From an optimization exercise on the open Yosys and OpenROAD flow, aimed at small area; shortcuts taken in it are not production practice.
At most, simulation tests tie the RTL to the original design; equivalence was not proved.
For runs 4 to 6, only the layout was checked, not whether the RTL still works.
No activity file was given, so power comes from the tool's default toggle rates.

### flow/config.mk
export PLATFORM = sky130hd
export DESIGN_NAME = ALU
export DESIGN_NICKNAME = ALU
export VERILOG_FILES = /design/flow/design.v
export SDC_FILE = /design/flow/constraint.sdc
export NUM_CORES = 4
export LEC_CHECK = 0
export CAP_MARGIN = 20
export CORE_MARGIN = 2
export CORE_UTILIZATION = 40
export SLEW_MARGIN = 20
export SYNTH_HIERARCHICAL = 1
### flow/constraint.sdc
create_clock -name core_clock -period 6.0 [get_ports {clk}]
set_input_delay 1.2000 -clock core_clock [delete_from_list [all_inputs] [get_ports {clk}]]
set_output_delay 1.2000 -clock core_clock [all_outputs]
set_load 0.01 [all_outputs]
### flow/design.v
module ALU #(parameter w = 8) (
    clk, rst, CE, IN_valid, MODE, CMD, OPA, OPB, Cin,
    ERR, RES, OF, COUT, G, L, E);
    input clk;
    input rst;
    input CE;
    input [1:0] IN_valid;
    input MODE;
    input [3:0] CMD;
    input [7:0] OPA;
    input [7:0] OPB;
    input Cin;
    output reg ERR;
    output reg OF;
    output reg COUT;
    output reg G;
    output reg L;
    output reg E;
    output reg [16:0] RES;
wire sgn_in = (CMD[3:2] == 2'b11) | (CMD[1:0] == 2'b11);   
wire [7:0] ca = {OPA[7] ^ sgn_in, OPA[6:0]};
wire [7:0] cb = {OPB[7] ^ sgn_in, OPB[6:0]};
wire [1:0] cmp_code = (ca == cb) ? 2'b11 : (ca < cb) ? 2'b01 : 2'b10;
wire [2:0] rot_amt = CMD[0] ? (3'd0 - OPB[2:0]) : OPB[2:0];
reg need_a, need_b, bad;
reg rows_i, aq1_i, aq2_i, ci_i, swap;
reg [3:0] s_i;
reg [1:0] bsel;        
reg [7:0] bconst;
reg azero;
always @(*) begin
    need_a = 1'b1; need_b = 1'b1; bad = 1'b0;
    rows_i = 1'b0; aq1_i = 1'b0; aq2_i = 1'b0; ci_i = 1'b0;
    s_i = 4'b0000; swap = 1'b0; bsel = 2'd0; bconst = 8'h00; azero = 1'b0;
    if (MODE) begin
        case (CMD)
            4'b0000: begin rows_i = 1'b1; end
            4'b0001: begin rows_i = 1'b1; ci_i = 1'b1; s_i = 4'b1000; bsel = 2'd1; end
            4'b0010: begin rows_i = 1'b1; ci_i = Cin; end
            4'b0011: begin rows_i = 1'b1; ci_i = ~Cin; bsel = 2'd1;
                           s_i = {3'b100, Cin & (&OPB)}; end
            4'b0100: begin rows_i = 1'b1; ci_i = 1'b1; bsel = 2'd3; need_b = 1'b0; end
            4'b0101: begin rows_i = 1'b1; s_i = 4'b1000; bsel = 2'd2; bconst = 8'hFF;
                           need_b = 1'b0; end
            4'b0110: begin rows_i = 1'b1; ci_i = 1'b1; bsel = 2'd3; swap = 1'b1;
                           need_a = 1'b0; end
            4'b0111: begin rows_i = 1'b1; s_i = 4'b1000; bsel = 2'd2; bconst = 8'hFF;
                           swap = 1'b1; need_a = 1'b0; end
            4'b1000: begin rows_i = 1'b1; s_i = {2'b01, cmp_code}; bsel = 2'd3;
                           azero = 1'b1; end
            4'b1001: begin rows_i = 1'b1; aq1_i = 1'b1; ci_i = 1'b1; end
            4'b1010: begin aq2_i = 1'b1; end
            4'b1011: begin rows_i = 1'b1; s_i = {2'b01, cmp_code}; end
            4'b1100: begin rows_i = 1'b1; ci_i = 1'b1; s_i = {2'b01, cmp_code};
                           bsel = 2'd1; end
            default: bad = 1'b1;
        endcase
    end else begin
        case (CMD)
            4'b0000: s_i = 4'b1000;
            4'b0001: s_i = 4'b0111;
            4'b0010: s_i = 4'b1110;
            4'b0011: s_i = 4'b0001;
            4'b0100: s_i = 4'b0110;
            4'b0101: s_i = 4'b1001;
            4'b0110: begin s_i = 4'b0011; need_b = 1'b0; end
            4'b0111: begin s_i = 4'b0011; swap = 1'b1; need_a = 1'b0; end
            4'b1000: begin aq1_i = 1'b1; s_i = 4'b0001; bsel = 2'd2; bconst = 8'h80;
                           need_b = 1'b0; end
            4'b1001: begin aq1_i = 1'b1; s_i = 4'b0110; bsel = 2'd2; bconst = 8'h02;
                           need_b = 1'b0; end
            4'b1010: begin aq1_i = 1'b1; s_i = 4'b0001; bsel = 2'd2; bconst = 8'h80;
                           swap = 1'b1; need_a = 1'b0; end
            4'b1011: begin aq1_i = 1'b1; s_i = 4'b0110; bsel = 2'd2; bconst = 8'h02;
                           swap = 1'b1; need_a = 1'b0; end
            4'b1100, 4'b1101: begin
                           aq1_i = 1'b1; s_i = 4'b0011; bsel = 2'd2;
                           bconst = 8'd1 << rot_amt; bad = |OPB[7:4]; end
            default: bad = 1'b1;
        endcase
    end
end
wire err_in = bad | (need_a & ~IN_valid[0]) | (need_b & ~IN_valid[1]);
wire mul_in = MODE & (CMD == 4'b1001 || CMD == 4'b1010);
wire [7:0] a_in = (err_in | azero) ? 8'h00 : swap ? OPB : OPA;
wire [7:0] b_in = bsel == 2'd0 ? OPB : bsel == 2'd1 ? ~OPB :
                  bsel == 2'd2 ? bconst : 8'h00;
wire [7:0] code_in = err_in ? {2'b00, mul_in, 1'b0, mul_in, 3'b000} :
                     {rows_i, aq1_i, aq2_i, ci_i, s_i};
reg [7:0] A, B;
reg rows, aq1, aq2, ci;
reg [3:0] s;
always @(posedge clk) begin
    if (CE) begin
        A <= a_in;
        B <= b_in;
    end
end
always @(posedge clk or posedge rst) begin
    if (rst)
        {rows, aq1, aq2, ci, s} <= 8'h00;
    else if (CE)
        {rows, aq1, aq2, ci, s} <= code_in;
end
wire [8:0] Aq = ({9{aq1}} & {1'b0, A}) | ({9{aq2}} & {A, 1'b0});
wire [7:0] X = {8{rows}} & A;
wire [7:0] Y = {8{rows}} & B;
wire [7:0] pp [0:8];
genvar gi;
generate for (gi = 0; gi < 9; gi = gi + 1) begin : g_pp
    assign pp[gi] = {8{Aq[gi]}} & B;
end endgenerate
wire [16:0] P;
wire s1;
wire c2;
alu_ha us1 (pp[0][7], pp[1][6], s1, c2);
wire s3;
wire c4;
alu_ha us3 (pp[0][4], pp[1][3], s3, c4);
wire s5;
wire c6;
alu_fa us5 (pp[0][5], pp[1][4], pp[2][3], s5, c6);
wire s7;
wire c8;
alu_ha us7 (pp[3][2], pp[4][1], s7, c8);
wire s9;
wire c10;
alu_fa us9 (pp[0][6], pp[1][5], pp[2][4], s9, c10);
wire s11;
wire c12;
alu_fa us11 (pp[3][3], pp[4][2], pp[5][1], s11, c12);
wire s13;
wire c14;
alu_ha us13 (pp[6][0], X[6], s13, c14);
wire s15;
wire c16;
alu_fa us15 (pp[2][5], pp[3][4], pp[4][3], s15, c16);
wire s17;
wire c18;
alu_fa us17 (pp[5][2], pp[6][1], pp[7][0], s17, c18);
wire s19;
wire c20;
alu_fa us19 (X[7], Y[7], s1, s19, c20);
wire s21;
wire c22;
alu_fa us21 (pp[1][7], pp[2][6], pp[3][5], s21, c22);
wire s23;
wire c24;
alu_fa us23 (pp[4][4], pp[5][3], pp[6][2], s23, c24);
wire s25;
wire c26;
alu_fa us25 (pp[7][1], pp[8][0], c2, s25, c26);
wire s27;
wire c28;
alu_fa us27 (pp[2][7], pp[3][6], pp[4][5], s27, c28);
wire s29;
wire c30;
alu_fa us29 (pp[5][4], pp[6][3], pp[7][2], s29, c30);
wire s31;
wire c32;
alu_fa us31 (pp[3][7], pp[4][6], pp[5][5], s31, c32);
wire s33;
wire c34;
alu_ha us33 (pp[0][2], pp[1][1], s33, c34);
wire s35;
wire c36;
alu_fa us35 (pp[0][3], pp[1][2], pp[2][1], s35, c36);
wire s37;
wire c38;
alu_ha us37 (pp[3][0], X[3], s37, c38);
wire s39;
wire c40;
alu_fa us39 (pp[2][2], pp[3][1], pp[4][0], s39, c40);
wire s41;
wire c42;
alu_fa us41 (X[4], Y[4], s3, s41, c42);
wire s43;
wire c44;
alu_fa us43 (pp[5][0], X[5], Y[5], s43, c44);
wire s45;
wire c46;
alu_fa us45 (s5, s7, c4, s45, c46);
wire s47;
wire c48;
alu_fa us47 (Y[6], s9, s11, s47, c48);
wire s49;
wire c50;
alu_fa us49 (s13, c6, c8, s49, c50);
wire s51;
wire c52;
alu_fa us51 (s15, s17, s19, s51, c52);
wire s53;
wire c54;
alu_fa us53 (c10, c12, c14, s53, c54);
wire s55;
wire c56;
alu_fa us55 (s21, s23, s25, s55, c56);
wire s57;
wire c58;
alu_fa us57 (c16, c18, c20, s57, c58);
wire s59;
wire c60;
alu_fa us59 (pp[8][1], s27, s29, s59, c60);
wire s61;
wire c62;
alu_fa us61 (c22, c24, c26, s61, c62);
wire s63;
wire c64;
alu_fa us63 (pp[6][4], pp[7][3], pp[8][2], s63, c64);
wire s65;
wire c66;
alu_fa us65 (s31, c28, c30, s65, c66);
wire s67;
wire c68;
alu_fa us67 (pp[4][7], pp[5][6], pp[6][5], s67, c68);
wire s69;
wire c70;
alu_fa us69 (pp[7][4], pp[8][3], c32, s69, c70);
wire s71;
wire c72;
alu_fa us71 (pp[5][7], pp[6][6], pp[7][5], s71, c72);
wire s73;
wire c74;
alu_ha us73 (pp[0][0], X[0], s73, c74);
wire s75;
wire c76;
alu_fa us75 (pp[0][1], pp[1][0], X[1], s75, c76);
wire s77;
wire c78;
alu_fa us77 (pp[2][0], X[2], Y[2], s77, c78);
wire s79;
wire c80;
alu_fa us79 (Y[3], s35, s37, s79, c80);
wire s81;
wire c82;
alu_fa us81 (s39, s41, c36, s81, c82);
wire s83;
wire c84;
alu_fa us83 (s43, s45, c40, s83, c84);
wire s85;
wire c86;
alu_fa us85 (s47, s49, c44, s85, c86);
wire s87;
wire c88;
alu_fa us87 (s51, s53, c48, s87, c88);
wire s89;
wire c90;
alu_fa us89 (s55, s57, c52, s89, c90);
wire s91;
wire c92;
alu_fa us91 (s59, s61, c56, s91, c92);
wire s93;
wire c94;
alu_fa us93 (s63, s65, c60, s93, c94);
wire s95;
wire c96;
alu_fa us95 (s67, s69, c64, s95, c96);
wire s97;
wire c98;
alu_fa us97 (pp[8][4], s71, c68, s97, c98);
wire s99;
wire c100;
alu_fa us99 (pp[6][7], pp[7][6], pp[8][5], s99, c100);
wire s101;
wire c102;
alu_ha us101 (Y[0], ci, s101, c102);
wire s103;
wire c104;
alu_fa us103 (Y[1], s75, c74, s103, c104);
wire s105;
wire c106;
alu_fa us105 (s33, s77, c76, s105, c106);
wire s107;
wire c108;
alu_fa us107 (c34, s79, c78, s107, c108);
wire s109;
wire c110;
alu_fa us109 (c38, s81, c80, s109, c110);
wire s111;
wire c112;
alu_fa us111 (c42, s83, c82, s111, c112);
wire s113;
wire c114;
alu_fa us113 (c46, s85, c84, s113, c114);
wire s115;
wire c116;
alu_fa us115 (c50, s87, c86, s115, c116);
wire s117;
wire c118;
alu_fa us117 (c54, s89, c88, s117, c118);
wire s119;
wire c120;
alu_fa us119 (c58, s91, c90, s119, c120);
wire s121;
wire c122;
alu_fa us121 (c62, s93, c92, s121, c122);
wire s123;
wire c124;
alu_fa us123 (c66, s95, c94, s123, c124);
wire s125;
wire c126;
alu_fa us125 (c70, s97, c96, s125, c126);
wire s127;
wire c128;
alu_fa us127 (c72, s99, c98, s127, c128);
wire s129;
wire c130;
alu_fa us129 (pp[7][7], pp[8][6], c100, s129, c130);
wire [16:0] row0 = {1'b0, pp[8][7], s129, s127, s125, s123, s121, s119, s117, s115, s113, s111, s109, s107, s105, s103, s73};
wire [16:0] row1 = {1'b0, c130, c128, c126, c124, c122, c120, c118, c116, c114, c112, c110, c108, c106, c104, c102, s101};
wire [16:0] psum = row0 + row1;
assign P = {psum[16], psum[15], psum[14], psum[13], psum[12], psum[11], psum[10], psum[9], psum[8], psum[7], psum[6], psum[5], psum[4], psum[3], psum[2], psum[1], psum[0]};
wire arith = rows & ~aq1;
wire shrot = aq1 & ~rows;
wire lgc   = ~rows & ~aq1 & ~aq2;
wire mulop = aq2 | (rows & aq1);
wire lo_en = arith | (shrot & s[1]);
wire hi_en = shrot & s[0];
wire en8   = arith | (shrot & s[2]);
wire [3:0] tt = {4{lgc}} & s;
wire inv16 = lgc & s[0];
wire k8 = arith & (s[3] | (s[2] & (A[7] ^ B[7])));
wire U  = arith & (k8 ? ~P[8] : (s[2] & A[7]));
reg [7:0] lo;
integer i;
always @(*)
    for (i = 0; i < 8; i = i + 1)
        lo[i] = (lo_en & P[i]) | (hi_en & P[i+8]) | tt[{A[i], B[i]}];
wire r8 = (en8 & P[8]) ^ k8;
wire [16:0] R = {U | inv16, {7{U}}, r8, lo};
wire cout_n = arith & ~s[3] & ~s[2] & P[8];
wire of_n = arith & ((s[3] & ~s[0] & ~P[8]) |
                     (s[2] & (A[7] == B[7]) & (P[7] != A[7])));
wire cmp = arith & s[2];
wire e_n = cmp & s[1] & s[0];
wire l_n = cmp & ~s[1] & s[0];
wire g_n = cmp & s[1] & ~s[0];
wire err_n = (lgc & (s == 4'b0000)) | (aq2 & s[3]);
reg [16:0] RES_m;
always @(posedge clk or posedge rst) begin
    if (rst) begin
        RES <= 0; RES_m <= 0;
        COUT <= 0; OF <= 0; G <= 0; L <= 0; E <= 0; ERR <= 0;
    end else if (CE) begin
        if (mulop) begin
            RES_m <= P;
            RES <= RES_m;
        end else
            RES <= R;
        COUT <= cout_n;
        OF <= of_n;
        G <= g_n;
        L <= l_n;
        E <= e_n;
        ERR <= err_n;
    end
end
endmodule
module alu_fa (a, b, c, s, co);
    input a, b, c;
    output s, co;
    assign s = a ^ b ^ c;
    assign co = (a & b) | (a & c) | (b & c);
endmodule
module alu_ha (a, b, s, co);
    input a, b;
    output s, co;
    assign s = a ^ b;
    assign co = a & b;
endmodule
### flow/run.sh
#!/bin/bash
# synth_recipe.tcl (not shown) runs the flow's synth.tcl, then flattens the netlist and writes it again
# the make line also repeats each setting of config.mk as NAME=value (left out here)
make -C /OpenROAD-flow-scripts/flow DESIGN_CONFIG=/design/flow/config.mk WORK_HOME=/design/flow/orfs CLKGATE_MAP_FILE= SYNTH_SCRIPT=/design/flow/synth_recipe.tcl finish
==> results of run 1 <==
-- worst register-to-register path, stage by stage, from the launching register on --
cell and delay, ns:
dfrtp_1 0.66, a22oi_1 0.77, nor2b_1 0.14, fa_1 0.56, fa_1 0.45, fa_1 0.59
fa_1 0.42, ha_1 0.52, o21ai_0 0.22, a22oi_1 0.48, nand3_1 0.14, mux2_4 0.28
o2111ai_1 0.10, o221a_2 0.20
-- final cells by class --
type	count	area, sq um	area share
sequential	64	1680	0.220
inverter	17	65.1	0.00850
multi-input combinational	575	4770	0.623
tap	220	275	0.0360
timing repair buffer	55	531	0.0693
clock inverter	6	91.3	0.0119
clock buffer	10	239	0.0312
-- final timing paths --
path	startpoint	end	slack, ns	cells past startpoint
max	aq2	RES[8]	0.41	13
min	RES_m[9]	RES_m[9]	0.48	2
max reg2reg	aq2	RES[8]	0.41	13
min reg2reg	RES_m[9]	RES_m[9]	0.48	2
max in group asynchronous	rst	RES_m[15]	4.20	2
min in group asynchronous	rst	s[1]	1.32	2
-- state kept, by name, summed over array words and instances, names as in the netlist, 4 cells and up --
signal / flops
RES: 17
A: 8
RES_m: 17
s: 4
B: 8
-- cells in the mapped netlist, drive strengths merged, types with 4 or more instances --
master,number,area [sq um]
nor2b,66,415
a21oi,59,295
fa,58,1160
nor2,57,214
dfrtp,48,1200
ha,35,438
clkbuf,33,125
nand2,33,126
o21ai,31,163
and2,19,119
and3,18,113
o22ai,18,119
xnor2,17,149
edfxtp,16,480
inv,16,60.1
buf,14,72.6
a21o,12,91.3
a22oi,11,87.6
nand3,10,50.1
mux2,9,105
a211oi,8,60.1
mux4,8,180
a221oi,7,73.8
a31oi,7,43.8
nand4,7,43.8
nor3,7,35.0
o211ai,7,57.6
o2bb2ai,7,61.3
xor2,7,61.3
nand2b,5,31.3
o21a,5,37.5
o22a,4,35.0
-- logic make-up after synthesis --
logic type,count (synthesis),synth area share
and+or+nand+nor,235,0.185
AOI/OAI and AO/OA,203,0.207
adders and majority gates,93,0.239
buffers and inverters,64,0.0391
DFF,64,0.251
xor gates and xnor gates,24,0.0314
muxes,20,0.0471
-- power breakdown --
part | internal (mW) | switching (mW)
sequential | 0.532 | 0.0872
clock | 0.376 | 0.189
combinational | 0.355 | 0.467
-- per-module statistics from Yosys, one instance, submodules excluded --
module	cells	copies in the design	cell area [sq um]
alu_fa	1	57	20.0
ALU	638	1	5450
alu_ha	1	8	12.5
-- routing by layer --
layer / wire (um) / vias up / track usage
met2: 8980 / 155 / 0.364
met3: 684 / 26 / 0.0274
met5: 0 / - / 0
li1: - / 2581 / -
met4: 367 / 0 / 0.0591
met1: 8040 / 2648 / 0.275
-- per-stage QoR --
step	util	power [mW]	setup WS (ns)	cell area [sq um]	hold WS, ns
after floorplan	-	1.19	1.10	6700	0.445
after global placement	0.444	1.43	0.449	7300	0.462
after detailed placement	0.444	1.45	0.370	7300	0.474
after CTS	0.464	2.03	0.357	7630	0.486
after global routing	0.465	2.15	0.0298	7650	0.508
final	0.465	2.01	0.415	7650	0.484
==> reports/summary.txt, run 1 <==
Outcome: timing/DRC/antenna clean
Final nets: 842
Commonest non-fill, non-tap cell in the layout: nor2b_1
# IOs: 50
Syn Inst Count: 703
Placed cells: 931
DRC: 0
Max cap viols: 0
H-tree depth: 3
Die area: 17800 sq um
Wirelength per Cell: 19.1 um
Dominant synthesized flop cell: dfrtp_1
Synth warn: 7
Pre-Repair DR Iteration Count: 6
Num CTS Buffers: 9
CTS tree: yes
Crit Path Class: flip-flop to flip-flop
Post-synth net total: 823
Count of pins over their slew limit: 0
Pin count of the biggest net entering global routing: 49
PwrDens: 262 nW/um^2
Cell variety after synth: 73
Number of enable flip-flop cells after synthesis: 16
Initial core utilization: 0.407
Avg Cell Area, Syn: 9.52 sq um
Clock root buffer: clkbuf_16
Chip Width: 133 um
Core box area: 16500 sq um
Area grow syn2layout: 14.3%
Row Count: 47
Initial antenna violation count: 0
Gr ovfl total: 0
CP dominant cell by count: fa_1
Die Height: 133 um
Clock Path Buffers: 2
Final antenna diode count: 0
# fillers: 1597
CP cell instances: a22oi_1, nor2b_1, fa_1, fa_1, fa_1, fa_1, ha_1, o21ai_0, a22oi_1, nand3_1, mux2_4, o2111ai_1, o221a_2
Req. time, crit path: 6.27 ns
Number of global-route vias before repair: 5615
Critical path's slowest cell: a22oi_1
Drt total wl: 18100 um
Clock Sinks: 64
Initial DRC Count: 286
Post-synthesis sequential area ratio: 0.251
Post-Layout Cell Count: 947
Worst VDD drop: 0.167 mV
Worst-Skew Late Latency: 0.33 ns
Drt via density: 5.71
Post-route clock period utilization: 0.931
GR Util All Layers: 0.210
RSZ-0062 raised after global routing: false
CP top delay family: adder cells
CP endpoint kind: flip-flop
Post-CTS Setup Bufs: 0
F_max: 179 MHz
Fin crit period: 5.59 ns
Port bufs: 49
Hpwl dp: 14100 um
Tightest Hold Check Type: flip-flop to flip-flop
Slew @ Worst Pin: 1.00 ns
Crit-path max cell delay: 0.76 ns
GPL Wtd Cong: 0.899
Share of cells above drive strength 1: 0.0908
Vias: 5410
#FFs+latches synth: 64
Slew HR: 0.328
Worst-path clk slew: 0.05 ns
First-pass GRT wire length: 29700 um
Routed Antenna Nets: 0
Final Skew: 0.00592 ns
Fraction of registers with async set/reset: 0.750
CP Launch Type: flip-flop
Hold Fails Final Rpt: 0
Mapped Area: 6700 sq um
Final TNS setup: 0 ns
Final Setup Violations: 0
Hold buffers post-CTS: 0
Commonest non-fill, non-tap cells in the layout: 65 x nor2b_1, 59 x a21oi_1, 58 x fa_1
Post-CTS resize count: 0
Critical Path AT: 5.86 ns
Worst path bufs/invs: 0
Max FO, Critical Path: 20
Leak: 3.30 nW
==> run 2: changes to the inputs <==
--- a/flow/config.mk
+++ b/flow/config.mk
@@ -7,2 +7,3 @@
 export LEC_CHECK = 0
+export ABC_AREA = 1
 export CAP_MARGIN = 20
==> run 2 against run 1 <==
Effect of this change: non-clock buffer count is 4 lower; still clean; worst setup slack better by 0.57 ns; die area rose by 3.6%; first-iteration DRC count rose by 59%; final cell count grew 33%; largest power group unchanged; count of clock-buffer cells in the layout is 1 lower; synthesized area increased by 3.7%; wire length grew 6.8%.
==> reports/summary.txt, run 2 <==
Clock root buffer: clkbuf_16
Top post-synthesis cells by count: 304 x nand2_1, 135 x inv_1, 134 x nor2_1
Count of pins over their slew limit: 0 (unchanged)
Port bufs: 49 (unchanged)
PwrDens: 266 nW/um^2 (+1.4%)
Clock Sinks: 64 (unchanged)
Leak: 4.22 nW (+28%)
GR Util All Layers: 0.223 (+0.0139)
Die Height: 136 um (+1.8%)
Fin crit period: 5.01 ns (-0.572 ns)
Chip Width: 136 um (+1.8%)
Area grow syn2layout: 14.3% (about the same)
Wirelength per Cell: 15.4 um (-20%)
Mux contribution to synthesized area: 0.00144 (-0.0457)
Largest area contributor in the netlist: dfrtp_1
Req. time, crit path: 6.22 ns (-0.05 ns)
Worst-Skew Late Latency: 0.35 ns (+0.02 ns)
Slew @ Worst Pin: 0.826 ns (-0.178 ns)
Row Count: 48 (+2.1%)
Gr ovfl total: 0 (unchanged)
Initial antenna violation count: 0 (unchanged)
Final Setup Violations: 0 (unchanged)
Post-synth net total: 1112 (+35%)
Clock Path Buffers: 2 (unchanged)
Max FO, Critical Path: 13 (-35%)
Syn Inst Count: 992 (+41%)
Post-Layout Cell Count: 1257 (+33%)
Total power: 2.11 mW (+5.1%)
Top-count cell post-synth: nand2_1
Placed cells: 1241 (+33%)
Drt via density: 5.08 (-11%)
Post-route clock period utilization: 0.836 (-0.0954)
Vias: 6385 (+18%)
DRC: 0 (unchanged)
Multi-input logic area: 4600 sq um (-3.6%)
Share of cells above drive strength 1: 0.0465 (-0.0443)
# IOs: 50 (unchanged)
Initial DRC Count: 456 (+59%)
Initial core utilization: 0.406 (-0.00106)
Mapped Area: 6940 sq um (+3.7%)
Synth warn: 7 (unchanged)
Fraction of registers with async set/reset: 0.750 (unchanged)
Worst-path clk slew: 0.06 ns (about the same)
Synth Area in Simple Gates: 0.331 (+0.146)
Max cap viols: 0 (unchanged)
Hold Fails Final Rpt: 0 (unchanged)
CP endpoint kind: flip-flop
Critical Path AT: 5.23 ns (-0.63 ns)
Drt total wl: 19300 um (+6.8%)
First-pass GRT wire length: 32000 um (+7.7%)
Routed Antenna Nets: 0 (unchanged)
GPL Wtd Cong: 0.931 (+3.5%)
Slew HR: 0.449 (+0.121)
Avg Cell Area, Syn: 7.00 sq um (-27%)
# fillers: 1778 (+11%)
Top flop regs: RES (17), RES_m (17)
H-tree depth: 3 (unchanged)
Final nets: 1147 (+36%)
Post-synthesis sequential area ratio: 0.242 (-0.00892)
Final antenna diode count: 0 (unchanged)
Compound-cell area share of the yosys netlist: 0.0961 (-0.111)
Commonest non-fill, non-tap cells in the layout: 304 x nand2_1, 134 x inv_1, 134 x nor2_1
#FFs+latches synth: 64 (unchanged)
Outcome: timing/DRC/antenna clean
F_max: 199 MHz (+11%)
Post-synthesis xor/xnor area fraction: 0.00379 (-0.0276)
CP Launch Type: flip-flop
Sequential Area: 1680 sq um (unchanged)
CTS tree: yes
Final core area utilization: 0.464 (-0.00130)
Area share of the largest cell type after synthesis: 0.173 (-0.00637)
Crit Path Class: flip-flop to flip-flop
Tightest Hold Check Type: flip-flop to flip-flop
Commonest non-fill, non-tap cell in the layout: nand2_1
Num CTS Buffers: 9 (unchanged)
Final TNS setup: 0 ns (unchanged)
Pre-Repair DR Iteration Count: 7 (+1)
Core box area: 17100 sq um (+4.0%)
Number of global-route vias before repair: 6317 (+13%)
Hpwl dp: 15200 um (+7.8%)
Post-CTS resize count: 0 (unchanged)
Dominant synthesized flop cell: dfrtp_1
Area contributors post-synth: dfrtp_1 17%, fa_1 17%, nand2_1 16%, inv_1 7.3%, nor2_1 7.2%
Pin count of the biggest net entering global routing: 49 (unchanged)
Post-CTS Setup Bufs: 0 (unchanged)
Number of enable flip-flop cells after synthesis: 16 (unchanged)
Adder-cell share of the synthesized area: 0.230 (-0.00848)
Hold buffers post-CTS: 0 (unchanged)
Largest family of logic cells by synthesized area: simple AND/OR/NAND/NOR gates
Die area: 18400 sq um (+3.6%)
Final Skew: 0.0148 ns (+0.00885 ns)
RSZ-0062 raised after global routing: false
Cell variety after synth: 42 (-42%)
Worst VDD drop: 0.157 mV (-5.9%)
## run 2: final timing paths
check / from / endpoint / slack (ns) / depth (start not counted)
worst max register to register: aq1 / RES[11] / 0.99 / 19
worst max-delay path: aq1 / RES[11] / 0.99 / 19
worst min register to register: RES[1] / RES[1] / 0.48 / 2
max in group asynchronous: rst / RES_m[7] / 4.20 / 2
min in group asynchronous: rst / RES[6] / 1.31 / 2
worst min-delay path: RES[1] / RES[1] / 0.48 / 2
## run 2: cell type report
cell class              instances  share of cell area
inverters                     143              0.0678
flip-flops and latches         64               0.212
repair buffers                 51              0.0637
clock inverters                 7              0.0128
clock buffers                   9              0.0284
multi-input cells             758               0.580
well taps                     225              0.0355
## run 2: Yosys stat by module, one instance, submodules excluded
module  area (sq um)  times used  cells  flip-flops and latches
alu_ha          12.5           8      1                       0
alu_fa          20.0          57      1                       0
ALU             5700           1    927                      64
## run 2: logic make-up (layout without fill, tap and decap cells)
family | after synthesis | after routing
compound gates | 111 | 111
xor+xnor | 3 | 3
fa+ha+maj | 93 | 93
buf+inv | 170 | 210
flops | 64 | 64
mux | 1 | 1
simple gates | 550 | 550
## run 2: worst max-delay path, stage by stage (launching register included)
cell      delay, ns
dfrtp_1        0.39
inv_1          0.32
o21ai_0        0.16
inv_1          0.22
nor2_1         0.07
ha_1           0.30
fa_1           0.51
fa_1           0.46
fa_1           0.59
fa_1           0.43
ha_1           0.37
nand2_1        0.09
nor2_1         0.14
nand2_1        0.09
nand2_1        0.11
nand2_1        0.10
nand3b_1       0.14
nand2_1        0.07
nand3_1        0.24
nand2_1        0.11
## run 2: through the flow
step / setup slack [ns] / area [sq um] / hold WS, ns
floorplan: 1.41 / 6940 / 0.450
global placement: 1.21 / 7610 / 0.466
detailed placement: 1.00 / 7610 / 0.465
CTS: 1.00 / 7930 / 0.482
global route: 0.607 / 7940 / 0.502
finish: 0.987 / 7940 / 0.477
## run 2: power breakdown
part | leakage, nW | switching (mW) | internal, mW
combinational | 3.28 | 0.596 | 0.352
clock | 0.161 | 0.210 | 0.368
sequential | 0.781 | 0.0505 | 0.533
## run 2: per-layer routing
metal  vias to the layer above  track usage  wire [um]
li1                       3199            -          -
met1                      2966        0.293       8530
met2                       190        0.381       9300
met3                        30       0.0314       1020
met4                         0       0.0723        450
met5                         -            0          0
==> run 3: changes to the inputs <==
--- a/flow/config.mk
+++ b/flow/config.mk
@@ -7,6 +7,6 @@
 export LEC_CHECK = 0
-export ABC_AREA = 1
 export CAP_MARGIN = 20
 export CORE_MARGIN = 2
-export CORE_UTILIZATION = 40
+export CORE_UTILIZATION = 60
+export CTS_BUF_LIST = sky130_fd_sc_hd__clkbuf_4
 export SLEW_MARGIN = 20
==> run 3 against run 2 <==
Effect of this change: still clean; clock skew is 0.0015 ns higher; worst setup slack got worse by 0.72 ns; register-to-register slack got worse by 0.72 ns; critical endpoint is now RES[8].
==> reports/summary.txt, run 3 <==
CP cell instances: a22oi_1, nor2b_1, fa_1, fa_1, fa_1, fa_1, ha_1, o21ai_0, a22oi_1, nand3_1, mux2_4, o2111ai_1, o221a_2
Avg Cell Area, Syn: 9.52 sq um (+36%)
Number of global-route vias before repair: 5579 (-12%)
Post-CTS Setup Bufs: 0 (unchanged)
RSZ-0062 raised after global routing: false
Top post-synthesis cells by count: 65 x nor2b_1, 59 x a21oi_1, 58 x fa_1
Area share of the largest cell type after synthesis: 0.179 (+0.00637)
Fraction of registers with async set/reset: 0.750 (unchanged)
Post-synthesis xor/xnor area fraction: 0.0314 (+0.0276)
Slew HR: 0.378 (-0.0711)
Num CTS Buffers: 9 (unchanged)
Hold Fails Final Rpt: 0 (unchanged)
CP top delay family: adder cells
Core box area: 10800 sq um (-37%)
Outcome: timing/DRC/antenna clean
Wirelength per Cell: 19.9 um (+30%)
Hold Crit Endpoint: RES_m[3]
First-pass GRT wire length: 28200 um (-12%)
Area grow syn2layout: 9.42%
#FFs+latches synth: 64 (unchanged)
Fin crit period: 5.73 ns (+0.719 ns)
Tightest Hold Check Type: flip-flop to flip-flop
DRC: 0 (unchanged)
Die area: 12000 sq um (-35%)
Largest area contributor in the netlist: dfrtp_1
Synth Area in Simple Gates: 0.185 (-0.146)
R2R Setup Slk: 0.27 ns (-0.72 ns)
CP dominant cell by count: fa_1
Hpwl dp: 13200 um (-13%)
Max cap viols: 0 (unchanged)
PwrDens: 236 nW/um^2 (-11%)
Post-CTS resize count: 0 (unchanged)
Number of enable flip-flop cells after synthesis: 16 (unchanged)
# fillers: 896 (-50%)
Commonest non-fill, non-tap cells in the layout: 65 x nor2b_1, 59 x a21oi_1, 58 x fa_1
Final nets: 840 (-27%)
Initial antenna violation count: 0 (unchanged)
Final TNS setup: 0 ns (unchanged)
Req. time, crit path: 6.37 ns (+0.15 ns)
Syn Inst Count: 703 (-29%)
Mux contribution to synthesized area: 0.0471 (+0.0457)
Hold path start: RES_m[3]
Critical path's slowest cell: a22oi_1
Clock Path Buffers: 2 (unchanged)
Mapped Area: 6700 sq um (-3.6%)
Worst VDD drop: 0.132 mV (-16%)
CTS tree: yes
Crit Path Class: flip-flop to flip-flop
Worst-path clk slew: 0.11 ns (+0.05 ns)
Leak: 3.20 nW (-24%)
# IOs: 50 (unchanged)
Drt total wl: 17200 um (-11%)
Row Count: 38 (-21%)
Count of pins over their slew limit: 0 (unchanged)
Top flop regs: RES (17), RES_m (17)
Post-route clock period utilization: 0.955 (+0.120)
Critical Path Start: aq2
Post-Layout Cell Count: 865 (-31%)
Cells on worst reg2reg path: 13 (-6)
Pre-Repair DR Iteration Count: 5 (-2)
Crit-path max cell delay: 0.82 ns (+0.23 ns)
Share of cells above drive strength 1: 0.0814 (+0.0349)
Drt via density: 6.40 (+26%)
Clock Sinks: 64 (unchanged)
CP Launch Type: flip-flop
Chip Width: 110 um (-19%)
CP endpoint kind: flip-flop
Routed Antenna Nets: 0 (unchanged)
Vias: 5537 (-13%)
Reg-to-Reg Start: aq2
Largest family of logic cells by synthesized area: adder cells
Initial core utilization: 0.618 (+0.212)
Min Hold Slack: 0.493 ns (+0.0164 ns)
Final antenna diode count: 0 (unchanged)
F_max: 174 MHz (-13%)
H-tree depth: 3 (unchanged)
Area contributors post-synth: dfrtp_1 18%, fa_1 17%, edfxtp_1 7.2%, ha_1 6.5%, nor2b_1 6.1%
Post-synth net total: 823 (-26%)
Slew @ Worst Pin: 0.932 ns (+0.105 ns)
Synth warn: 7 (unchanged)
Worst path bufs/invs: 0 (-2)
Critical Path AT: 6.10 ns (+0.87 ns)
Clock root buffer: clkbuf_4
Final Setup Violations: 0 (unchanged)
GPL Wtd Cong: 0.931 (about the same)
Gr ovfl total: 0 (unchanged)
Cell variety after synth: 73 (+74%)
Die Height: 110 um (-19%)
Pin count of the biggest net entering global routing: 49 (unchanged)
Max FO, Critical Path: 20 (+7)
Dominant synthesized flop cell: dfrtp_1
Worst R2R End: RES[8]
Compound-cell area share of the yosys netlist: 0.207 (+0.111)
Hold buffers post-CTS: 0 (unchanged)
Commonest non-fill, non-tap cell in the layout: nor2b_1
Adder-cell share of the synthesized area: 0.239 (+0.00848)
GR Util All Layers: 0.307 (+0.0839)
Port bufs: 49 (unchanged)
Post-synthesis sequential area ratio: 0.251 (+0.00892)
Top-count cell post-synth: nor2b_1
Worst Hold Path Cells: 2 (unchanged)
Final Skew: 0.0162 ns (+0.00147 ns)
Worst-Skew Late Latency: 0.43 ns (+0.08 ns)
Placed cells: 849 (-32%)
Initial DRC Count: 440 (-3.5%)
[run 3: cell count changes in the layout (fill, tap and decap cells not counted), sizes merged, moves of 18 or more]
cell / delta
and2: +19
nand2: -274
nor2: -81
and3: +18
inv: -125
nand3: -60
nor2b: +66
a21oi: +25
[run 3: worst max-delay path by stage]
stage	end	depth (start not counted)
after floorplan	RES_m[16]	14
after CTS	RES[8]	13
after detailed placement	RES[8]	13
after global placement	RES_m[14]	13
final	RES[8]	13
after global routing	RES[8]	13
[run 3: worst min-delay path, stage by stage (launching register included)]
cell     delay (ns)
dfrtp_1        0.36
nand2_1        0.05
o21ai_0        0.06
[run 3: final cells by class]
type	count	area [sq um]	area share
multi-input cells	575	4750	0.649
flip-flops and latches	64	1680	0.230
repair buffers	53	515	0.0704
well taps	140	175	0.0239
clock inverters	7	70.1	0.00956
clock buffers	9	67.6	0.00922
inverters	17	63.8	0.00871
[run 3: per-module statistics from Yosys, one instance, submodules excluded]
module | flops+latches | cells
alu_fa | 0 | 1
alu_ha | 0 | 1
ALU | 64 | 638
[run 3: cell families after synthesis]
kind of cell | Yosys count
buffers and inverters | 64
muxes | 20
AOI/OAI and AO/OA | 203
xor gates and xnor gates | 24
and+or+nand+nor | 235
adders and majority gates | 93
DFF | 64
[run 3: power breakdown]
part	switching [mW]	internal [mW]
clock	0.163	0.127
sequential	0.0888	0.530
combinational	0.467	0.353
[run 3: per-layer routing]
| metal | vias up | track usage | routed length [um] |
|---|---|---|---|
| li1 | 2581 | - | - |
| met1 | 2715 | 0.398 | 7330 |
| met2 | 203 | 0.519 | 8500 |
| met3 | 38 | 0.0516 | 889 |
| met4 | 0 | 0.116 | 500 |
| met5 | - | 0 | 0 |
[run 3: through the flow]
step	area, sq um	power (mW)	worst slack (ns)	util
finish	7330	1.73	0.268	0.676
global route	7330	1.85	0.0898	0.676
CTS	7330	1.73	0.394	0.676
detailed placement	7190	1.44	0.404	0.663
global placement	7190	1.42	0.517	0.663
floorplan	6700	1.19	1.10	-
==> run 4: changes to the inputs <==
--- a/flow/design.v
+++ b/flow/design.v
@@ -308,6 +308,120 @@
 alu_fa us129 (pp[7][7], pp[8][6], c100, s129, c130);
-wire [16:0] row0 = {1'b0, pp[8][7], s129, s127, s125, s123, s121, s119, s117, s115, s113, s111, s109, s107, s105, s103, s73};
-wire [16:0] row1 = {1'b0, c130, c128, c126, c124, c122, c120, c118, c116, c114, c112, c110, c108, c106, c104, c102, s101};
-wire [16:0] psum = row0 + row1;
-assign P = {psum[16], psum[15], psum[14], psum[13], psum[12], psum[11], psum[10], psum[9], psum[8], psum[7], psum[6], psum[5], psum[4], psum[3], psum[2], psum[1], psum[0]};
+wire s131;
+wire c132;
+alu_ha us131 (s73, s101, s131, c132);
+wire s133;
+wire c134;
+wire p135;
+wire g136;
+alu_ha up135 (s103, c102, p135, g136);
+alu_aoi uc134 (p135, c132, g136, c134);
+alu_xr us133 (p135, c132, s133);
+wire s137;
+wire c138;
+wire p139;
+wire g140;
+alu_xn up139 (s105, c104, p139);
+alu_nd ug140 (s105, c104, g140);
+alu_oai uc138 (p139, c134, g140, c138);
+alu_xr us137 (p139, c134, s137);
+wire s141;
+wire c142;
+wire p143;
+wire g144;
+alu_ha up143 (s107, c106, p143, g144);
+alu_aoi uc142 (p143, c138, g144, c142);
+alu_xr us141 (p143, c138, s141);
+wire s145;
+wire c146;
+wire p147;
+wire g148;
+alu_xn up147 (s109, c108, p147);
+alu_nd ug148 (s109, c108, g148);
+alu_oai uc146 (p147, c142, g148, c146);
+alu_xr us145 (p147, c142, s145);
+wire s149;
+wire c150;
+wire p151;
+wire g152;
+alu_ha up151 (s111, c110, p151, g152);
+alu_aoi uc150 (p151, c146, g152, c150);
+alu_xr us149 (p151, c146, s149);
+wire s153;
+wire c154;
+wire p155;
+wire g156;
+alu_xn up155 (s113, c112, p155);
+alu_nd ug156 (s113, c112, g156);
+alu_oai uc154 (p155, c150, g156, c154);
+alu_xr us153 (p155, c150, s153);
+wire s157;
+wire c158;
+wire p159;
+wire g160;
+alu_ha up159 (s115, c114, p159, g160);
+alu_aoi uc158 (p159, c154, g160, c158);
+alu_xr us157 (p159, c154, s157);
+wire s161;
+wire c162;
+wire p163;
+wire g164;
+alu_xn up163 (s117, c116, p163);
+alu_nd ug164 (s117, c116, g164);
+alu_oai uc162 (p163, c158, g164, c162);
+alu_xr us161 (p163, c158, s161);
+wire s165;
+wire c166;
+wire p167;
+wire g168;
+alu_ha up167 (s119, c118, p167, g168);
+alu_aoi uc166 (p167, c162, g168, c166);
+alu_xr us165 (p167, c162, s165);
+wire s169;
+wire c170;
+wire p171;
+wire g172;
+alu_xn up171 (s121, c120, p171);
+alu_nd ug172 (s121, c120, g172);
+alu_oai uc170 (p171, c166, g172, c170);
+alu_xr us169 (p171, c166, s169);
+wire s173;
+wire c174;
+wire p175;
+wire g176;
+alu_ha up175 (s123, c122, p175, g176);
+alu_aoi uc174 (p175, c170, g176, c174);
+alu_xr us173 (p175, c170, s173);
+wire s177;
+wire c178;
+wire p179;
+wire g180;
+alu_xn up179 (s125, c124, p179);
+alu_nd ug180 (s125, c124, g180);
+alu_oai uc178 (p179, c174, g180, c178);
+alu_xr us177 (p179, c174, s177);
+wire s181;
+wire c182;
+wire p183;
+wire g184;
+alu_ha up183 (s127, c126, p183, g184);
+alu_aoi uc182 (p183, c178, g184, c182);
+alu_xr us181 (p183, c178, s181);
+wire s185;
+wire c186;
+wire p187;
+wire g188;
+alu_xn up187 (s129, c128, p187);
+alu_nd ug188 (s129, c128, g188);
+alu_oai uc186 (p187, c182, g188, c186);
+alu_xr us185 (p187, c182, s185);
+wire s189;
+wire c190;
+wire p191;
+wire g192;
+alu_ha up191 (pp[8][7], c130, p191, g192);
+alu_aoi uc190 (p191, c186, g192, c190);
+alu_xr us189 (p191, c186, s189);
+wire s193;
+assign s193 = ~c190;
+assign P = {s193, s189, s185, s181, s177, s173, s169, s165, s161, s157, s153, s149, s145, s141, s137, s133, s131};
 wire arith = rows & ~aq1;
@@ -370 +484,31 @@
 endmodule
+module alu_nd (a, b, y);
+    input a, b;
+    output y;
+    assign y = ~(a & b);
+endmodule
+module alu_xn (a, b, y);
+    input a, b;
+    output y;
+    assign y = ~(a ^ b);
+endmodule
+module alu_xr (a, b, y);
+    input a, b;
+    output y;
+    assign y = a ^ b;
+endmodule
+module alu_anb (a, bn, y);
+    input a, bn;
+    output y;
+    assign y = a & ~bn;
+endmodule
+module alu_aoi (p, c, g, y);
+    input p, c, g;
+    output y;
+    assign y = ~((p & c) | g);
+endmodule
+module alu_oai (pn, cn, gn, y);
+    input pn, cn, gn;
+    output y;
+    assign y = ~((pn | cn) & gn);
+endmodule
--- a/flow/config.mk
+++ b/flow/config.mk
@@ -10,3 +10,3 @@
 export CORE_UTILIZATION = 60
-export CTS_BUF_LIST = sky130_fd_sc_hd__clkbuf_4
+export CTS_BUF_LIST = sky130_fd_sc_hd__clkbuf_4 sky130_fd_sc_hd__clkbuf_8
 export SLEW_MARGIN = 20
==> run 4 against run 3 <==
Effect of this change: register-to-register slack about the same; non-clock buffer count is 21 higher; hold slack improved by 0.018 ns; largest power group is now sequential cells; synthesized cell count fell by 4.7%; core utilization grew 2.8 points; clock skew decreased by 0.0022 ns; critical path depth grew 10; sequential cell count unchanged; still clean; maximum frequency hardly changed.
==> reports/summary.txt, run 4 <==
Initial core utilization: 0.617 (about the same)
CP cell instances: a22oi_2, buf_4, nor2b_1, ha_1, fa_1, fa_1, fa_1, fa_1, ha_1, a21oi_2, o21ai_1, a21oi_2, o21ai_2, a21oi_2, o21ai_2, a21oi_2, o21ai_2, xor2_1, a21oi_1, o21ai_0, a21o_1, o221ai_1, o21ai_0
Top post-synthesis cells by count: 62 x nor2b_1, 57 x fa_1, 57 x nor2_1
Core box area: 10300 sq um (-5.2%)
Die Height: 107 um (-2.6%)
Tightest Hold Check Type: flip-flop to flip-flop
Syn Inst Count: 670 (-4.7%)
Gr ovfl total: 0 (unchanged)
Worst-Skew Late Latency: 0.35 ns (-0.08 ns)
Clock root buffer: clkbuf_8
# fillers: 828 (-7.6%)
Outcome: timing/DRC/antenna clean
Post-synth net total: 780 (-5.2%)
Drt via density: 6.23 (-2.6%)
Final Skew: 0.0140 ns (-0.00221 ns)
Met1 Use GR: 0.437 (+0.0394)
Slew HR: 0.342 (-0.0360)
Num CTS Buffers: 9 (unchanged)
Area contributors post-synth: dfrtp_1 19%, fa_1 18%, edfxtp_1 7.6%, nor2b_1 6.1%, ha_1 5.1%
Met2 GRT Util: 0.528 (+0.00923)
Leak: 3.19 nW (-0.19%)
Worst Hold Path Cells: 2 (unchanged)
First-pass GRT wire length: 28200 um (about the same)
Commonest non-fill, non-tap cell in the layout: nor2b_1
Cell variety after synth: 58 (-21%)
Initial antenna violation count: 0 (unchanged)
Final antenna diode count: 0 (unchanged)
Commonest non-fill, non-tap cells in the layout: 62 x nor2b_1, 57 x nor2_1, 57 x fa_1
Final setup margin: 0.266 ns (-0.00179 ns)
Initial DRC Count: 312 (-29%)
Pre-CTS setup slack: 0.0844 ns (-0.320 ns)
R2R Setup Slk: 0.27 ns (about the same)
Fraction of registers with async set/reset: 0.750 (unchanged)
Port bufs: 49 (unchanged)
F_max: 174 MHz (about the same)
Top-count cell post-synth: nor2b_1
Clock Path Buffers: 2 (unchanged)
CTS tree: yes
Critical path's slowest cell: fa_1
Reg-to-Reg Start: A[0]
H-tree depth: 3 (unchanged)
Mapped Area: 6340 sq um (-5.2%)
Busiest grt layer: met2
GR Util met3: 0.0620 (+0.0104)
Largest area contributor in the netlist: dfrtp_1
Final nets: 820 (-2.4%)
Post-route clock period utilization: 0.956 (about the same)
Row Count: 37 (-2.6%)
GPL Wtd Cong: 0.973 (+4.5%)
Pre-Repair DR Iteration Count: 5 (unchanged)
Vias: 5304 (-4.2%)
GR Util All Layers: 0.323 (+0.0158)
Number of global-route vias before repair: 5415 (-2.9%)
Number of enable flip-flop cells after synthesis: 16 (unchanged)
Crit Path Class: flip-flop to flip-flop
Chip Width: 107 um (-2.6%)
DRC: 0 (unchanged)
Fin crit period: 5.73 ns (+0.00179 ns)
Worst R2R End: RES[7]
Share of cells above drive strength 1: 0.123 (+0.0417)
CP endpoint kind: flip-flop
Die area: 11400 sq um (-5.0%)
Slew @ Worst Pin: 0.987 ns (+0.0553 ns)
Cells on worst reg2reg path: 23 (+10)
Hpwl dp: 13200 um (-0.32%)
Placed cell area: 6970 sq um (-3.1%)
Routed Antenna Nets: 0 (unchanged)
Hold buffers post-CTS: 0 (unchanged)
Top flop regs: RES (17), RES_m (17)
CP Launch Type: flip-flop
Wirelength per Cell: 20.5 um (+2.8%)
Synth warn: 7 (unchanged)
Hold Fails Final Rpt: 0 (unchanged)
Design Area, Final: 7230 sq um (-1.3%)
Critical Path AT: 5.95 ns (-0.15 ns)
Worst-path clk slew: 0.08 ns (-0.03 ns)
Final core area utilization: 0.704 (+0.0279)
PwrDens: 203 nW/um^2 (-14%)
Count of pins over their slew limit: 0 (unchanged)
Max FO, Critical Path: 7 (-65%)
Avg Cell Area, Syn: 9.47 sq um (-0.57%)
Hold path start: RES_m[16]
Area share of the largest cell type after synthesis: 0.189 (+0.00991)
Final Setup Violations: 0 (unchanged)
Area grow syn2layout: 14.0%
#FFs+latches synth: 64 (unchanged)
Post-synthesis sequential area ratio: 0.265 (+0.0139)
Critical Path Start: A[0]
# IOs: 50 (unchanged)
Worst VDD drop: 0.128 mV (-3.0%)
Max cap viols: 0 (unchanged)
Hold Crit Endpoint: RES_m[16]
Clock Sinks: 64 (unchanged)
Pin count of the biggest net entering global routing: 52 (+6.1%)
Total power: 1.47 mW (-15%)
Drt total wl: 17400 um (+1.1%)
Dominant synthesized flop cell: dfrtp_1
Crit-path max cell delay: 0.57 ns (-0.25 ns)
Req. time, crit path: 6.21 ns (-0.16 ns)
-- run 4: repair_timing --
action / in CTS / in global routing
setup endpoints to repair: 0 / 2
setup buffers: 0 / 4
gates resized for setup: 0 / 9
hold endpoints to repair: 0 / 0
-- run 4: worst max-delay path by stage --
stage | slack (ns) | end
2_1_floorplan | 0.31 | RES[7]
3_3_place_gp | 0.20 | RES[7]
3_5_place_dp | 0.08 | RES[7]
4_1_cts | 0.04 | RES[7]
5_1_grt | -0.05 | RES[7]
6_report | 0.27 | RES[7]
-- run 4: metal layers --
layer / vias to the layer above / share of wire
li1: 2445 / -
met1: 2628 / 0.42
met2: 193 / 0.49
met3: 38 / 0.061
met4: 0 / 0.027
met5: - / 0
-- run 4: Yosys stat by module, one instance, submodules excluded --
module,times used,flops+latches
alu_nd,7,0
ALU,1,64
alu_oai,7,0
alu_aoi,8,0
alu_ha,17,0
alu_fa,57,0
alu_xn,7,0
alu_xr,15,0
-- run 4: logic make-up (layout without fill, tap and decap cells) --
group,Yosys count,count (layout),share of synthesized area
flops,64,64,0.265
simple gates,232,232,0.190
xor+xnor,26,26,0.0359
compound gates,170,170,0.173
buf+inv,68,113,0.0440
mux,27,27,0.0617
fa+ha+maj,83,83,0.231
-- run 4: through the flow --
stage | TNS [ns] | std cells | hold WS, ns
6_report | 0 | 851 | 0.512
5_1_grt | -0.0455 | 851 | 0.533
3_5_place_dp | 0 | 831 | 0.486
3_3_place_gp | 0 | 831 | 0.466
2_1_floorplan | 0 | 670 | 0.450
4_1_cts | 0 | 847 | 0.512
-- run 4: final cells by class --
class                      instances  area (sq um)  area share
clock buffer                      11           151      0.0209
multi-input combinational        538          4430       0.612
tap                              136           170      0.0235
clock inverter                     5          38.8     0.00536
sequential                        64          1680       0.233
timing repair buffer              74           673      0.0931
inverter                          23          87.6      0.0121
-- run 4: worst max-delay path, delay by kind of cell (launching register included) --
| kind | cells | cell delay (ns) |
|---|---|---|
| simple gates | 1 | 0.06 |
| flops | 1 | 0.50 |
| fa+ha+maj | 6 | 2.56 |
| buf+inv | 1 | 0.19 |
| xor+xnor | 1 | 0.19 |
| compound gates | 14 | 2.10 |
-- run 4: power breakdown --
part / internal [mW] / switching [mW] / total, mW
clock: 0.176 / 0.188 / 0.364
sequential: 0.524 / 0.0720 / 0.596
combinational: 0.238 / 0.272 / 0.509
==> run 5: changes to the inputs <==
--- a/flow/config.mk
+++ b/flow/config.mk
@@ -11,2 +11,3 @@
 export CTS_BUF_LIST = sky130_fd_sc_hd__clkbuf_4 sky130_fd_sc_hd__clkbuf_8
+export GPL_TIMING_DRIVEN = 0
 export SLEW_MARGIN = 20
==> run 5 against run 4 <==
Effect of this change: clock power grew 5%; critical path depth unchanged; power rose by 2.3%; maximum frequency down 1.4%; count of clock-buffer cells in the layout shrank 1; highest routed layer unchanged; combinational power increased by 4%.
==> reports/summary.txt, run 5 <==
Outcome: timing/DRC/antenna clean
Adder-cell share of the synthesized area: 0.231 (unchanged)
PwrDens: 201 nW/um^2 (-0.92%)
Worst VDD drop: 0.187 mV (+46%)
Top post-synthesis cells by count: 62 x nor2b_1, 57 x fa_1, 57 x nor2_1
Worst-Skew Late Latency: 0.36 ns (about the same)
Post-synthesis sequential area ratio: 0.265 (unchanged)
Tightest Hold Check Type: flip-flop to flip-flop
Synth Area in Simple Gates: 0.190 (unchanged)
Max cap viols: 0 (unchanged)
Leak: 3.27 nW (+2.5%)
Area contributors post-synth: dfrtp_1 19%, fa_1 18%, edfxtp_1 7.6%, nor2b_1 6.1%, ha_1 5.1%
CTS tree: yes
Drt via density: 6.28 (+0.81%)
Slew HR: 0.448 (+0.106)
Number of enable flip-flop cells after synthesis: 16 (unchanged)
Pin count of the biggest net entering global routing: 33 (-37%)
#FFs+latches synth: 64 (unchanged)
Gr ovfl total: 0 (unchanged)
Compound-cell area share of the yosys netlist: 0.173 (unchanged)
Clock root buffer: clkbuf_8
Final Skew: 0.0165 ns (+0.00248 ns)
Number of global-route vias before repair: 5675 (+4.8%)
DRC: 0 (unchanged)
Num CTS Buffers: 9 (unchanged)
Drt total wl: 17600 um (+0.92%)
Final antenna diode count: 0 (unchanged)
Routed Antenna Nets: 0 (unchanged)
Placed cell area: 7010 sq um (+0.57%)
Synth warn: 7 (unchanged)
Core box area: 10300 sq um (unchanged)
Slew @ Worst Pin: 0.828 ns (-0.159 ns)
Chip Width: 107 um (unchanged)
Avg Cell Area, Syn: 9.47 sq um (unchanged)
Commonest non-fill, non-tap cells in the layout: 62 x nor2b_1, 57 x nor2_1, 57 x fa_1
Pre-Repair DR Iteration Count: 5 (unchanged)
Share of cells above drive strength 1: 0.141 (+0.0181)
Worst Hold Path Cells: 2 (unchanged)
# IOs: 50 (unchanged)
Design Area, Final: 7460 sq um (+3.2%)
CP endpoint kind: flip-flop
Post-synthesis xor/xnor area fraction: 0.0359 (unchanged)
Reg-to-Reg Start: aq1
First-pass GRT wire length: 29200 um (+3.5%)
Hold Crit Endpoint: RES_m[16]
R2R Setup Slk: 0.18 ns (-0.08 ns)
H-tree depth: 3 (unchanged)
Clock Path Buffers: 2 (unchanged)
Cells on worst reg2reg path: 23 (unchanged)
CP Launch Type: flip-flop
Crit Path Class: flip-flop to flip-flop
Fin crit period: 5.82 ns (+0.0841 ns)
Clock Sinks: 64 (unchanged)
GPL Wtd Cong: 0.975 (+0.15%)
Largest area contributor in the netlist: dfrtp_1
Hpwl dp: 13200 um (+0.58%)
Final core area utilization: 0.726 (+0.0226)
Row Count: 37 (unchanged)
Area share of the largest cell type after synthesis: 0.189 (unchanged)
Initial core utilization: 0.617 (unchanged)
Mapped Area: 6340 sq um (unchanged)
Max FO, Critical Path: 7 (unchanged)
Syn Inst Count: 670 (unchanged)
Top flop regs: RES (17), RES_m (17)
Wirelength per Cell: 19.8 um (-3.2%)
Cell variety after synth: 58 (unchanged)
Largest family of logic cells by synthesized area: adder cells
# fillers: 793 (-4.2%)
Critical Path AT: 6.03 ns (+0.08 ns)
Post-synth net total: 780 (unchanged)
GR Util All Layers: 0.327 (+0.00426)
Post-route clock period utilization: 0.970 (+0.0140)
Initial antenna violation count: 0 (unchanged)
Die area: 11400 sq um (unchanged)
Top-count cell post-synth: nor2b_1
Vias: 5573 (+5.1%)
Dominant synthesized flop cell: dfrtp_1
Port bufs: 47 (-4.1%)
Commonest non-fill, non-tap cell in the layout: nor2b_1
Hold buffers post-CTS: 0 (unchanged)
Final Setup Violations: 0 (unchanged)
Area grow syn2layout: 17.6%
Count of pins over their slew limit: 0 (unchanged)
F_max: 172 MHz (-1.4%)
Die Height: 107 um (unchanged)
Req. time, crit path: 6.22 ns (about the same)
Hold Fails Final Rpt: 0 (unchanged)
Initial DRC Count: 479 (+54%)
Fraction of registers with async set/reset: 0.750 (unchanged)
Worst-path clk slew: 0.07 ns (about the same)
Hold path start: RES_m[16]
Mux contribution to synthesized area: 0.0617 (unchanged)
Worst R2R End: RES[7]
Final nets: 856 (+4.4%)
[run 5: cell counts after synthesis]
No cell type changed its count.
[run 5: per-stage QoR]
step | TNS, ns | cells | power, mW | hold slack, ns | worst slack, ns
floorplan | 0 | 670 | 0.909 | 0.450 | 0.313
global placement | -1.14 | 853 | 1.08 | 0.475 | -0.628
detailed placement | -1.70 | 854 | 1.09 | 0.482 | -0.686
CTS | 0 | 879 | 1.48 | 0.500 | 0.0283
global route | -0.0721 | 887 | 1.58 | 0.526 | -0.0721
finish | 0 | 887 | 1.50 | 0.505 | 0.182
[run 5: layout make-up]
class	instances	area, sq um	area share
repair buffers	75	693	0.0929
clock buffers	10	138	0.0184
inverters	23	86.3	0.0116
plain buffers	35	159	0.0213
multi-input cells	538	4470	0.599
flip-flops and latches	64	1680	0.226
well taps	136	170	0.0228
clock inverters	6	66.3	0.00888
[run 5: critical path, stage by stage, from the launching register on]
cell	delay [ns]
dfrtp_2	0.48
a22oi_2	0.28
buf_4	0.18
nor2b_1	0.05
ha_1	0.29
fa_1	0.47
fa_1	0.53
fa_1	0.57
fa_1	0.47
ha_4	0.28
a21oi_2	0.17
o21ai_2	0.11
a21oi_2	0.20
o21ai_2	0.11
a21oi_2	0.21
o21ai_2	0.11
a21oi_2	0.19
o21ai_2	0.11
xor2_2	0.17
a21oi_1	0.13
o21ai_0	0.12
a21o_1	0.19
o221ai_2	0.15
o21ai_0	0.12
[run 5: Yosys stat by module, one instance, submodules excluded]
module | cells inside | times used | cell area [sq um] | flops+latches
ALU | 552 | 1 | 4670 | 64
alu_aoi | 1 | 8 | 8.76 | 0
alu_fa | 1 | 57 | 20.0 | 0
alu_ha | 1 | 17 | 12.5 | 0
alu_nd | 1 | 7 | 3.75 | 0
alu_oai | 1 | 7 | 5.00 | 0
alu_xn | 1 | 7 | 8.76 | 0
alu_xr | 1 | 15 | 8.76 | 0
[run 5: metal layers]
layer	global-route usage	part of all wire	up-vias	wire, um
li1	-	-	2518	-
met1	0.440	0.42	2756	7380
met2	0.544	0.49	252	8600
met3	0.0462	0.060	47	1060
met4	0.121	0.030	0	525
met5	0	0	-	0
[run 5: worst max-delay path by stage]
stage | start | to | depth (start not counted)
floorplan | aq1 | RES[7] | 24
global placement | aq1 | RES[7] | 24
detailed placement | aq1 | RES[7] | 24
CTS | aq1 | RES[7] | 23
global route | aq1 | RES[7] | 23
finish | aq1 | RES[7] | 23
[run 5: logic make-up after synthesis]
kind of cell | count (synthesis)
AO/OA/AOI/OAI | 170
XOR/XNOR | 26
adder cells (fa/ha/maj) | 83
buffers and inverters | 68
flip-flops | 64
multiplexers | 27
AND/OR/NAND/NOR | 232
[run 5: what timing repair did]
action                     in CTS  in global routing
buffers inserted               14                 13
setup endpoints to repair      15                  1
gates resized for setup        12                 10
pin swaps                       4                 15
[run 5: power by group]
part / total [mW] / internal (mW) / switching (mW)
Sequential: 0.593 / 0.525 / 0.0684
Combinational: 0.528 / 0.245 / 0.283
Clock: 0.382 / 0.205 / 0.178
Total: 1.50 / 0.974 / 0.529
==> run 6: changes to the inputs <==
--- a/flow/config.mk
+++ b/flow/config.mk
@@ -7,8 +7,7 @@
 export LEC_CHECK = 0
-export CAP_MARGIN = 20
+export CAP_MARGIN = 0
 export CORE_MARGIN = 2
-export CORE_UTILIZATION = 60
+export CORE_UTILIZATION = 70
 export CTS_BUF_LIST = sky130_fd_sc_hd__clkbuf_4 sky130_fd_sc_hd__clkbuf_8
-export GPL_TIMING_DRIVEN = 0
-export SLEW_MARGIN = 20
+export SLEW_MARGIN = 0
 export SYNTH_HIERARCHICAL = 1
==> run 6 against run 5 <==
Effect of this change: register-to-register slack improved by 0.08 ns; hold slack improved by 0.0088 ns; critical path type unchanged; sequential power about the same.
==> reports/summary.txt, run 6 <==
Reg-to-Reg Start: aq1
Initial antenna violation count: 0 (unchanged)
Worst R2R End: RES[7]
Min Hold Slack: 0.514 ns (+0.00878 ns)
Top-count cell post-synth: nor2b_1
Post-synth net total: 780 (unchanged)
Avg Cell Area, Syn: 9.47 sq um (unchanged)
Fin crit period: 5.73 ns (-0.0831 ns)
Placed cells: 803 (-6.0%)
CP top delay family: compound AO/OA/AOI/OAI gates
RSZ-0062 raised after global routing: false
Count of pins over their slew limit: 0 (unchanged)
Row Count: 34 (-8.1%)
CTS tree: yes
Outcome: timing/DRC/antenna clean
Wirelength per Cell: 21.6 um (+9.1%)
Pre-Repair DR Iteration Count: 5 (unchanged)
Drt total wl: 17800 um (+1.3%)
Top flop regs: RES (17), RES_m (17)
CP cell instances: a22oi_2, nor2b_1, fa_1, fa_1, fa_1, fa_1, ha_1, a21oi_2, o21ai_2, a21oi_2, o21ai_2, a21oi_2, o21ai_2, a21oi_2, o21ai_2, a21oi_2, o21ai_1, xor2_1, a21oi_1, o21ai_0, a21o_1, o221ai_1, o21ai_0
Fraction of registers with async set/reset: 0.750 (unchanged)
Worst VDD drop: 0.142 mV (-24%)
Crit Path Class: flip-flop to flip-flop
Max FO, Critical Path: 9 (+2)
Compound-cell area share of the yosys netlist: 0.173 (unchanged)
Chip Width: 99.2 um (-7.1%)
Hold Crit Endpoint: RES_m[8]
CP dominant cell by count: a21oi_2
Largest family of logic cells by synthesized area: adder cells
Leak: 3.20 nW (-2.1%)
Mux contribution to synthesized area: 0.0617 (unchanged)
Routed Antenna Nets: 0 (unchanged)
Pin count of the biggest net entering global routing: 49 (+48%)
Critical path's slowest cell: fa_1
Mapped Area: 6340 sq um (unchanged)
Num CTS Buffers: 9 (unchanged)
Pre-CTS setup slack: -0.00545 ns (+0.680 ns)
Hold path start: RES_m[8]
Cell variety after synth: 58 (unchanged)
Hpwl dp: 13200 um (-0.36%)
Gr ovfl total: 0 (unchanged)
Final Setup Violations: 0 (unchanged)
Cells on worst reg2reg path: 23 (unchanged)
# IOs: 50 (unchanged)
DRC: 0 (unchanged)
Initial DRC Count: 389 (-19%)
Drt via density: 6.67 (+6.1%)
Synth Area in Simple Gates: 0.190 (unchanged)
Design Area, Final: 7220 sq um (-3.3%)
Worst-path clk slew: 0.08 ns (about the same)
Clock root buffer: clkbuf_8
Commonest non-fill, non-tap cell in the layout: nor2b_1
Vias: 5493 (-1.4%)
H-tree depth: 3 (unchanged)
Placed cell area: 6930 sq um (-1.1%)
Syn Inst Count: 670 (unchanged)
Share of cells above drive strength 1: 0.126 (-0.0154)
Post-synthesis sequential area ratio: 0.265 (unchanged)
Worst path bufs/invs: 0 (-1)
Synth warn: 7 (unchanged)
Hold buffers post-CTS: 0 (unchanged)
Commonest non-fill, non-tap cells in the layout: 62 x nor2b_1, 57 x nor2_1, 57 x fa_1
R2R Setup Slk: 0.27 ns (+0.08 ns)
CP endpoint kind: flip-flop
Adder-cell share of the synthesized area: 0.231 (unchanged)
Req. time, crit path: 6.21 ns (about the same)
Clock Sinks: 64 (unchanged)
Die area: 9840 sq um (-14%)
Die Height: 99.2 um (-7.1%)
Post-Layout Cell Count: 824 (-7.1%)
Number of global-route vias before repair: 5669 (-0.11%)
Dominant synthesized flop cell: dfrtp_1
Final setup margin: 0.265 ns (+0.0831 ns)
Final nets: 821 (-4.1%)
F_max: 174 MHz (+1.4%)
Port bufs: 49 (+4.3%)
Hold Fails Final Rpt: 0 (unchanged)
Number of enable flip-flop cells after synthesis: 16 (unchanged)
Area grow syn2layout: 13.7%
Clock Path Buffers: 2 (unchanged)
Top post-synthesis cells by count: 62 x nor2b_1, 57 x fa_1, 57 x nor2_1
Final antenna diode count: 0 (unchanged)
CP Launch Type: flip-flop
Total power: 1.50 mW (+0.11%)
Initial core utilization: 0.724 (+0.107)
Post-synthesis xor/xnor area fraction: 0.0359 (unchanged)
First-pass GRT wire length: 29200 um (+0.26%)
Largest area contributor in the netlist: dfrtp_1
Crit-path max cell delay: 0.60 ns (+0.03 ns)
Max cap viols: 0 (unchanged)
Slew @ Worst Pin: 1.16 ns (+0.332 ns)
Area share of the largest cell type after synthesis: 0.189 (unchanged)
Worst-Skew Late Latency: 0.36 ns (about the same)
Final Skew: 0.0196 ns (+0.00305 ns)
Worst Hold Path Cells: 1 (-1)
Stages on worst setup path: 23 (unchanged)
Slew HR: 0.224 (-0.224)
Core box area: 8760 sq um (-15%)
Post-route clock period utilization: 0.956 (-0.0139)
#FFs+latches synth: 64 (unchanged)
GR Util All Layers: 0.381 (+0.0532)
Critical Path AT: 5.95 ns (-0.08 ns)
Area contributors post-synth: dfrtp_1 19%, fa_1 18%, edfxtp_1 7.6%, nor2b_1 6.1%, ha_1 5.1%
GPL Wtd Cong: 0.915 (-6.1%)
Tightest Hold Check Type: flip-flop to flip-flop
PwrDens: 208 nW/um^2 (+3.5%)
## run 6: worst max-delay path by stage
| stage | startpoint | endpoint | slack [ns] |
|---|---|---|---|
| after floorplan | aq1 | RES[7] | 0.31 |
| after global placement | aq1 | RES[7] | 0.22 |
| after detailed placement | aq1 | RES[7] | -0.005 |
| after CTS | aq1 | RES[7] | 0.07 |
| after global routing | aq1 | RES[7] | 0.006 |
| final | aq1 | RES[7] | 0.27 |
## run 6: cell families (layout without fill, tap and decap cells)
logic type / Yosys count / in the layout
compound gates: 170 / 170
xor+xnor: 26 / 26
fa+ha+maj: 83 / 83
buf+inv: 68 / 114
flops: 64 / 64
mux: 27 / 27
simple gates: 232 / 232
## run 6: Yosys stat by module, one instance, submodules excluded
| module | flip-flops and latches | copies in the design |
|---|---|---|
| alu_fa | 0 | 57 |
| alu_nd | 0 | 7 |
| alu_xn | 0 | 7 |
| alu_oai | 0 | 7 |
| alu_xr | 0 | 15 |
| alu_aoi | 0 | 8 |
| alu_ha | 0 | 17 |
| ALU | 64 | 1 |
## run 6: worst reg2reg max path: stages, from the launching register on
cell      delay, ns
dfrtp_2        0.49
a22oi_2        0.28
nor2b_1        0.10
fa_1           0.50
fa_1           0.60
fa_1           0.45
fa_1           0.49
ha_1           0.35
a21oi_2        0.08
o21ai_2        0.22
a21oi_2        0.10
o21ai_2        0.21
a21oi_2        0.10
o21ai_2        0.24
a21oi_2        0.11
o21ai_2        0.20
a21oi_2        0.09
o21ai_1        0.26
xor2_1         0.13
a21oi_1        0.13
o21ai_0        0.09
a21o_1         0.17
o221ai_1       0.12
o21ai_0        0.10
## run 6: timing repair
item | CTS | global route
hold endpoints to repair | 0 | 0
gates cloned | 0 | 0
setup endpoints to repair | 1 | 2
buffers inserted | 0 | 5
resized for setup | 2 | 9
pin swaps | 0 | 4
## run 6: cell type report
type,instances,area (sq um)
Multi-Input combinational cell,538,4430
Sequential cell,64,1680
Fill cell,539,1550
Timing Repair Buffer,75,681
Clock buffer,10,138
Tap cell,108,135
Inverter,23,86.3
Clock inverter,6,66.3
## run 6: per-layer routing
metal / routed length (um) / part of all wire / GRT usage / vias up
li1: - / - / - / 2447
met1: 6950 / 0.39 / 0.491 / 2678
met2: 8650 / 0.49 / 0.627 / 287
met5: 0 / 0 / 0 / -
met3: 1320 / 0.074 / 0.0682 / 81
met4: 884 / 0.050 / 0.184 / 0
## run 6: through the flow
stage                     utilization  setup TNS (ns)
after global placement          0.791               0
after detailed placement        0.791        -0.00545
after CTS                       0.815               0
after global routing            0.824               0
after floorplan                     -               0
final                           0.824               0
## run 6: where the power goes
part / switching [mW] / leakage [nW] / internal [mW]
registers: 0.0698 / 0.775 / 0.524
clock network: 0.186 / 0.107 / 0.205
logic: 0.282 / 2.32 / 0.237
total: 0.538 / 3.20 / 0.966

-- re-timing with driven ports --
How much do the figures lean on ideal ports? The routed layouts below were timed once more, with nothing changed but the port constraints.
Step 1: set_driving_cell puts a clkbuf_16 on clk and a buf_2 on each other input, an assumption about the parent block.
Step 2 moves the port delays by t, midway between the first and last clock arrival at a register: inputs arrive t later, outputs are due t later. That takes back most of the time a late clock gives input paths.
Three values: no drivers, after step 1, after step 2; two values: the first two.
| run | t (ns) | setup WS [ns] | worst setup path after step 2 |
|---|---|---|---|
| run 1 | 0.363 | 0.415 / 0.415 / 0.415 | register to register |
| run 2 | 0.383 | 0.987 / 0.987 / 0.987 | register to register |
| run 3 | 0.450 | 0.268 / 0.268 / 0.268 | register to register |
| run 4 | 0.379 | 0.266 / 0.266 / 0.266 | register to register |
| run 5 | 0.379 | 0.182 / 0.182 / 0.182 | register to register |
| run 6 | 0.385 | 0.265 / 0.265 / 0.265 | register to register |
After both steps setup and hold are still met in every run listed.
